What follows belongs to an exercise in optimizing a design on an open flow for small area; a production flow would make more cautious choices. No functional check of the RTL was part of this run. Power and IR drop assume default switching activity.

--- flow/config.mk ---
export PLATFORM = sky130hd
export DESIGN_NAME = top
export DESIGN_NICKNAME = top
export VERILOG_FILES = /design/flow/design.v
export SDC_FILE = /design/flow/constraint.sdc
export NUM_CORES = 4
export LEC_CHECK = 0
export CAP_MARGIN = 20
export CORE_MARGIN = 2
export CORE_UTILIZATION = 40
export SLEW_MARGIN = 20
--- flow/constraint.sdc ---
create_clock -name core_clock -period 10.0 [get_ports {clk}]
set_input_delay 2.0000 -clock core_clock [delete_from_list [all_inputs] [get_ports {clk}]]
set_output_delay 2.0000 -clock core_clock [all_outputs]
set_load 0.01 [all_outputs]
--- flow/design.v ---
`timescale 1ns/1ps
module tcounter
  #(
    parameter N=100
    )
   (
    input      clk,
    input      rst_l,
    input      clear,
    output reg done
    );
   integer     clk_count;
   always @(posedge clk, negedge rst_l) begin
      if (!rst_l) begin
	 done      <= 0;
	 clk_count <= 0;	 
      end
      else begin
	 if (clear) begin	    
	    clk_count <= 0;
	    done      <= 0;
	 end
	 else if (clk_count == N) 
	    done <= 1;
	 else 
	    clk_count <= clk_count + 1;	   	 
      end
   end
endmodule  
`timescale 1ns/1ps
module debouncer
  (
   input clk,
   input rst_l,
   input btn,
   output reg btn_db
   );
   reg [1:0]  state;
   reg              clear;
   wire       t;  
   localparam WAIT    = 0;
   localparam PRESS   = 1;
   localparam RELEASE = 2;
   tcounter T1
     (
      .clk(clk),
      .rst_l(rst_l),
      .clear(clear),
      .done(t)
      );
   always @(posedge clk, negedge rst_l) begin
      if (!rst_l) begin
        state  <= WAIT;
        clear  <= 1;
        btn_db <= 0;        
      end
      else begin
        case (state)
          WAIT:
            begin
              btn_db <= 0;
              if (btn) begin
                 state <= PRESS;   
                 clear <= 0;       
              end
              else
                clear <= 1;              
            end
          PRESS:
            begin
	       if(!btn & !t) begin
		  clear <= 1;
		  state <= WAIT;
	       end
	       else if(!btn & t) begin
		  clear <= 1;
		  btn_db <= 1;
		  state <= RELEASE;
	       end
	       else if(btn) begin
		  clear <= 0;
	       end
            end
          RELEASE:
            begin
	       if(t & !clear) begin
		  btn_db <= 0;
		  state <= WAIT;
	       end
	       else if(!t | clear) begin
		  btn_db <= 0;
		  clear <= 0;
	       end
            end
          default:
            begin
               btn_db <= 0;
              clear  <= 1;
              state  <= WAIT;
            end
        endcase
      end
   end
endmodule  
`timescale 1ns/1ps
module transmit(
    input cw,
    input ccw,
    input arm_up,
    input arm_down,
    input load_line_up,
    input load_line_down,
    input [1:0] speed,
    output reg [7:0] uart_send_byte
);
    reg valid_cw, valid_ccw;
    reg valid_arm_up, valid_arm_down;
    reg valid_load_line_up, valid_load_line_down;
    always @(*) begin
        uart_send_byte = 8'd0;
        valid_cw = cw & ~ccw;
        valid_ccw = ccw & ~cw;
        valid_arm_up = arm_up & ~arm_down;
        valid_arm_down = arm_down & ~arm_up;
        valid_load_line_up = load_line_up & ~load_line_down;
        valid_load_line_down = load_line_down & ~load_line_up;
        uart_send_byte = {speed, valid_cw, valid_ccw, valid_arm_up, valid_arm_down, valid_load_line_up, valid_load_line_down};
    end
endmodule
`timescale 1ns/1ps
module uart_tx (
    input clk,             
    input rst,             
    input [7:0] data_in,   
    output reg tx          
);
    parameter BAUD_RATE = 9600;
    parameter CLOCK_FREQ = 100000000;  
    localparam BIT_PERIOD = CLOCK_FREQ / BAUD_RATE;  
    reg [9:0] data;                 
    reg [3:0] bit_index;            
    reg [19:0] clk_counter;         
    reg [7:0] last_data;            
	reg [3:0] state;
    always @(posedge clk or posedge rst) begin
        if (rst) begin
            state <= 0;
            tx <= 1;   
            bit_index <= 0;
            clk_counter <= 0;
            last_data <= 8'b0;
        end else begin
            case (state)
                0: begin
                    tx <= 1;  
                    if (data_in != last_data) begin
                        last_data <= data_in;
                        state <= 1;
                    end
                end
                1: begin
                    data <= {1'b1, data_in, 1'b0};  
                    bit_index <= 0;
                    clk_counter <= BIT_PERIOD + 1;
                    state <= 2;
                end
                2: begin
                    if (clk_counter < BIT_PERIOD) begin
                        clk_counter <= clk_counter + 1;
                    end else begin
                        clk_counter <= 0;
                        tx <= (bit_index == 4'd10) ? 1'b1 : data[bit_index];  
		        bit_index <= bit_index + 1;
                        if (bit_index == 10) begin
                            state <= 3;
                        end
                    end
                end
                3: begin
                    tx <= 1;  
                    state <= 0;
		   bit_index <= 0;
                end
            endcase
        end
    end
endmodule
module sev_seg_display (
        input clk,
        input rst,
        input [7:0] data_in,
        output reg [6:0] seg,
        output reg [3:0] an
);
    reg [15:0] clk_div;  
    reg [1:0] clk_count;
    reg  cw, ccw, arm_up, arm_down, load_line_up, load_line_down;
    reg [1:0] speed;
    always @(posedge clk or posedge rst) begin
        if (rst) begin
            clk_div <= 16'd0;
            clk_count <= 2'd0;
        end else begin
        clk_div <= clk_div + 1;
        if (clk_div == 16'd50000) begin  
            clk_div <= 0;
            clk_count <= clk_count + 1;
        end
        end
    end
    always @(posedge clk or posedge rst) begin
        if (rst) begin
            {speed, cw, ccw, arm_up, arm_down, load_line_up, load_line_down} <= 8'd0;
        end else begin
        load_line_down <= data_in[0];
        load_line_up <= data_in[1];
        arm_down <= data_in[2];
        arm_up <= data_in[3];
        ccw <= data_in[4];
        cw <= data_in[5];
        speed[0] <= data_in[6];
        speed[1] <= data_in[7];
        end
    end
    always @(posedge clk or posedge rst) begin
        if (rst) begin
            seg <= 7'b1111111;
            an <= 4'b1111;
        end else begin
        seg <= 7'b1111111;
        an <= 4'b1111;
        case (clk_count)
            2'b00: begin  
                an <= 4'b1110;
                if (load_line_down) begin
		   seg <= 7'b0100011;  
		end else if (load_line_up) begin
		   seg <= 7'b0011100;  
		end else begin
		   seg <= 7'b0111111;
		end
            end
            2'b01: begin
	       an <= 4'b1101;
                if (arm_down) begin
		   seg <= 7'b0100011;  
		end else if (arm_up) begin
		   seg <= 7'b0011100;  
		end else begin
		   seg <= 7'b0111111;
		end
	    end
            2'b10: begin  
                an <= 4'b1011;
                if (cw)   seg <= 7'b0101111;  
                if (ccw)  seg <= 7'b1000111;  
            end
            2'b11: begin  
                an <= 4'b0111;
                case (speed)
                    2'b00: seg <= 7'b1111001;  
                    2'b01: seg <= 7'b0100100;  
                    2'b10: seg <= 7'b0110000;  
                    2'b11: seg <= 7'b0011001;  
                endcase
            end
        endcase
        end
    end
endmodule
`timescale 1ns/1ps
`timescale 1ns/1ps
module top (
	input  btn_up,
	input  btn_dn,
	input  clk,
	input  rst,
	input  cw,
	input  ccw,
	input  arm_up,
	input  arm_down,
	input  load_line_up,
	input  load_line_down,
	output wire [7:0] uart_data,
	output wire tx,  
	output wire [6:0] seg,
	output wire [3:0] an
);
    reg [1:0] speed;   
    wire speed_up, speed_dn;   
    debouncer db_up (
        .clk(clk),
        .rst_l(~rst),   
        .btn(btn_up),
        .btn_db(speed_up)
    );
    debouncer db_down (
        .clk(clk),
        .rst_l(~rst),
        .btn(btn_dn),
        .btn_db(speed_dn)
    );
    always @(posedge clk or posedge rst) begin
        if (rst)
            speed <= 2'b00;   
        else begin
            if (speed_up && speed < 2'b11)   
                speed <= speed + 1;
            if (speed_dn && speed > 2'b00)   
                speed <= speed - 1;
        end
    end
    transmit tx_module (
        .cw(cw),
        .ccw(ccw),
        .arm_up(arm_up),
        .arm_down(arm_down),
        .load_line_up(load_line_up),
        .load_line_down(load_line_down),
        .speed(speed),   
        .uart_send_byte(uart_data)
    );
    uart_tx uart_module (
		.clk(clk),
		.rst(rst),
		.data_in(uart_data),
		.tx(tx)		
    );
   sev_seg_display display (
			    .clk(clk),
			    .rst(rst),
			    .data_in(uart_data),
			    .seg(seg),
			    .an(an)
			    );
endmodule
--- flow/run.sh ---
#!/bin/bash
# synth_recipe.tcl (not shown) runs the flow's synth.tcl, then flattens the netlist and writes it again
# the make line also repeats each setting of config.mk as NAME=value (left out here)
make -C /OpenROAD-flow-scripts/flow DESIGN_CONFIG=/design/flow/config.mk WORK_HOME=/design/flow/orfs CLKGATE_MAP_FILE= SYNTH_SCRIPT=/design/flow/synth_recipe.tcl finish
==> run notes <==
==> layout by cell type (no fill, tap or decap), types with 13 or more instances in the layout <==
cell             instances
xor2_1                  45
a21oi_1                 26
nor4_1                  23
nand3_1                 39
inv_1                   40
nor2_1                 110
ha_1                    25
o21ai_0                 19
nand4_1                 32
nand2_1                 45
xnor2_1                 34
clkbuf_16               19
nor2b_1                 13
dfstp_2                 14
dfrtp_1                134
clkdlybuf4s50_1         29
==> Yosys cell counts (all sizes together) (5+ instances only) <==
cell type  number  share of area
dfrtp         134           0.43
and4            9          0.010
a21oi          26          0.017
a31oi           7         0.0057
nand2          45          0.022
xnor2          34          0.038
buf             6         0.0058
nor4           25          0.020
nand3          39          0.025
o21ai          20          0.013
mux2           12          0.017
dfstp          14          0.048
clkbuf         20         0.0097
inv            41          0.020
and3           12         0.0099
nand2b         10         0.0081
xor2           45          0.051
edfxtp          8          0.031
nor2          110          0.053
nor2b          13          0.011
o2111ai         5         0.0057
nand4          32          0.026
mux2i           6         0.0078
ha             25          0.040
nor3           12         0.0078
==> path summary, 6_finish.rpt <==
check,from,to,slack (ns)
worst min register to register,db_up.state[1],db_up.clear,0.46
worst max-delay path,ccw,uart_data[4],4.45
worst max register to register,uart_module.state[0],uart_module.bit_index[0],7.20
min in group asynchronous,rst,uart_module.bit_index[1],2.11
max in group asynchronous,rst,db_up.T1.clk_count[1],6.58
worst min-delay path,db_up.state[1],db_up.clear,0.46
==> worst max-delay path, delay by kind of cell <==
kind	cells	cell delay (ns)
buffers and inverters	2	1.11
AND/OR/NAND/NOR	1	0.45
==> layer usage <==
metal,wire [um],track usage,vias to the layer above
met5,0,0,-
met1,7502,0.2176,2664
li1,-,-,2757
met2,6538,0.2362,77
met4,248,0.05367,0
met3,405,0.02918,21
==> cell families after synthesis <==
logic type | after synthesis
xor gates and xnor gates | 79
buffers and inverters | 68
AOI/OAI and AO/OA | 88
and+or+nand+nor | 337
adders and majority gates | 25
muxes | 18
DFF | 156
==> stage by stage <==
stage / power (mW) / std cells / setup slack (ns) / instance area [sq um] / hold slack [ns]
floorplan: 0.6847 / 771 / 4.043 / 7735 / 0.4202
global placement: 0.7016 / 1037 / 4.473 / 8264 / 0.4479
detailed placement: 0.7018 / 1037 / 4.455 / 8264 / 0.4422
CTS: 1.399 / 1069 / 4.447 / 8907 / 0.4586
global route: 1.430 / 1069 / 4.365 / 8922 / 0.4843
finish: 1.380 / 1069 / 4.447 / 8922 / 0.4614
==> where the power goes <==
part	switching, mW	leakage [nW]	internal [mW]	total (mW)
Sequential	0.00775	2.02	0.642	0.650
Combinational	0.0240	1.49	0.0145	0.0385
Clock	0.254	0.311	0.438	0.692
==> area by class of cell <==
class,instances,area share
Clock buffer,24,0.05764
Clock inverter,8,0.01444
Inverter,42,0.01823
Multi-Input combinational cell,547,0.3942
Sequential cell,156,0.4440
Tap cell,260,0.03646
Timing Repair Buffer,32,0.03506
==> state kept, by name (all words and copies together), names as in the netlist, 2 cells and up <==
register                 cells
display.clk_count            2
uart_module.data             8
display.an                   4
db_up.state                  2
uart_module.state            2
db_down.T1.clk_count        32
display.seg                  7
display.clk_div             16
display.speed                2
db_up.T1.clk_count          32
uart_module.bit_index        4
uart_module.last_data        8
uart_module.clk_counter     20
db_down.state                2
speed                        2
==> impl_metrics.py <==
metrics = {
    "outcome": {
        "status": "no timing/DRC/antenna violations",
    },
    "routing": {
        "wirelength_mm": 14.70,
        "drt_iter0_markers": 368,
        "routedWlPerCell_um": 13.75,
        "ant_nets": 0,
        "drc": 0,
        "vias_per_cell": 5.163,
        "via_count": 5519,
        "dr.pass1.iters": 5,
    },
    "synth": {
        "ys.flop_type": "dfrtp_1",
        "synth.mux.area_fraction": 0.02523,
        "synth_top_family_by_area": "simple AND/OR/NAND/NOR gates",
        "synth-seq-cells": 156,
        "syn_nets": 806,
        "synth-compound-area-share": 0.07279,
        "synth.yosys.seq_area_share": 0.5121,
        "synth-simple-area-share": 0.2240,
        "synth.avg_cell_area_sq_um": 10.03,
        "ys_types": 64,
        "synthXorXnorAreaFrac": 0.08945,
        "yosysWarnings": 6,
        "synth_fa_ha_area_frac": 0.04044,
        "synthesis.instances": 771,
        "syn_area_sq_mm": 0.007735,
        "synth_edf_count": 8,
        "async_flop_share": 0.9487,
    },
    "setup_path": {
        "endpoint_kind": "output port",
        "worstPathArrival_ns": 3.55,
        "required_ns": 8.00,
        "timing_worst_setup_path_type": "input pin to output port",
        "rr_worst_depth": 7,
        "cpMostUsedCell": "clkdlybuf4s50_1",
        "crit_slowest_cell": "clkdlybuf4s50_1",
        "crit_fanout": 6,
        "crit_chain": "clkdlybuf4s50_1, nor2b_1, clkdlybuf4s50_1",
        "slowest_delay_ns": 0.64,
        "startpoint_type": "input pin",
    },
    "finish": {
        "nFillCells": 1772,
        "nets": 831,
        "syn_to_final_growth_pct": 15.35,
        "final-seq-area_sq_mm": 0.003961,
        "diodes": 0,
        "multi_input_area_sq_mm": 0.003517,
        "post-route-util": 0.4738,
        "layout-drive-gt1-share": 0.08653,
    },
    "sta": {
        "finalCritPeriodShare": 0.5553,
        "setup_violations": 0,
        "fin_crit_ns": 5.553,
        "skew_ns": 0.009032,
        "max_freq_ghz": 0.1801,
        "hold_violations": 0,
        "max_slew_margin": 0.3849,
        "slew_violations": 0,
        "finalSetupTns_ns": 0,
        "tightestPinTransition_ns": 0.9143,
        "rsz0062_at_grt": "no",
    },
    "floorplan": {
        "dieWidth_um": 143.1,
        "start_util": 0.4108,
        "die_h_um": 143.1,
        "die_area_sq_mm": 0.02047,
        "boundaryPins": 30,
        "num_rows": 50,
        "core_sq_mm": 0.01883,
    },
    "cts": {
        "ctsHtreeMaxLevel": 4,
        "clkSlewWorstSetupHoldPaths_ns": 0.06,
        "cts.sinks": 156,
        "post_cts_buffers": 0,
        "clk_latency_ns": 0.42,
        "postCtsResizedCells": 0,
        "cts_tree": "done",
        "clockRootBuffer": "clkbuf_16",
        "cts_buffers": 17,
        "cts_hold_repair.buffers": 0,
        "cts_buffer_depth": 2,
    },
    "power": {
        "leakage_nw": 3.812,
        "p_per_area_mw_per_mm2": 154.7,
        "peakVddDrop_mv": 0.1167,
    },
    "grt": {
        "grt_overflow": 0,
        "grt_max_degree": 86,
        "antenna_found_initial": 0,
        "grt_pass1_wl_mm": 25.48,
        "grt.total_usage": 0.1536,
        "grt_pass1_vias": 5239,
    },
    "place": {
        "gp_congestion": 0.7613,
        "portBuffers": 29,
        "dp_hpwl_mm": 9.774,
    },
    "worst_hold_path": {
        "hp-class": "register to register",
        "worstHoldPathCells": 1,
    },
    "run": {
        "drv_cap": 0,
    },
}

## what the ideal ports hide
How much do the figures lean on ideal ports? The routed layout below was timed once more, with nothing changed but the port constraints. Step 1 assumes that a clkbuf_16 drives the clock port and a buf_2 every other input. Step 2, shift: input delay + t, output delay - t, t = (earliest + latest rising clock arrival at the registers) / 2. This alone moves slack from input paths to output paths. Three values: ideal, step 1, step 2; two values: the first two.
t, ns: 0.456
setup WS [ns]: 4.447 / 4.422 / 4.422
worst data-port slew with drivers (ns): 0.04
After both steps this run still meets setup and hold. For this run, drivers alone change the setup slack by -0.025 ns; drivers and shift together by -0.025 ns.
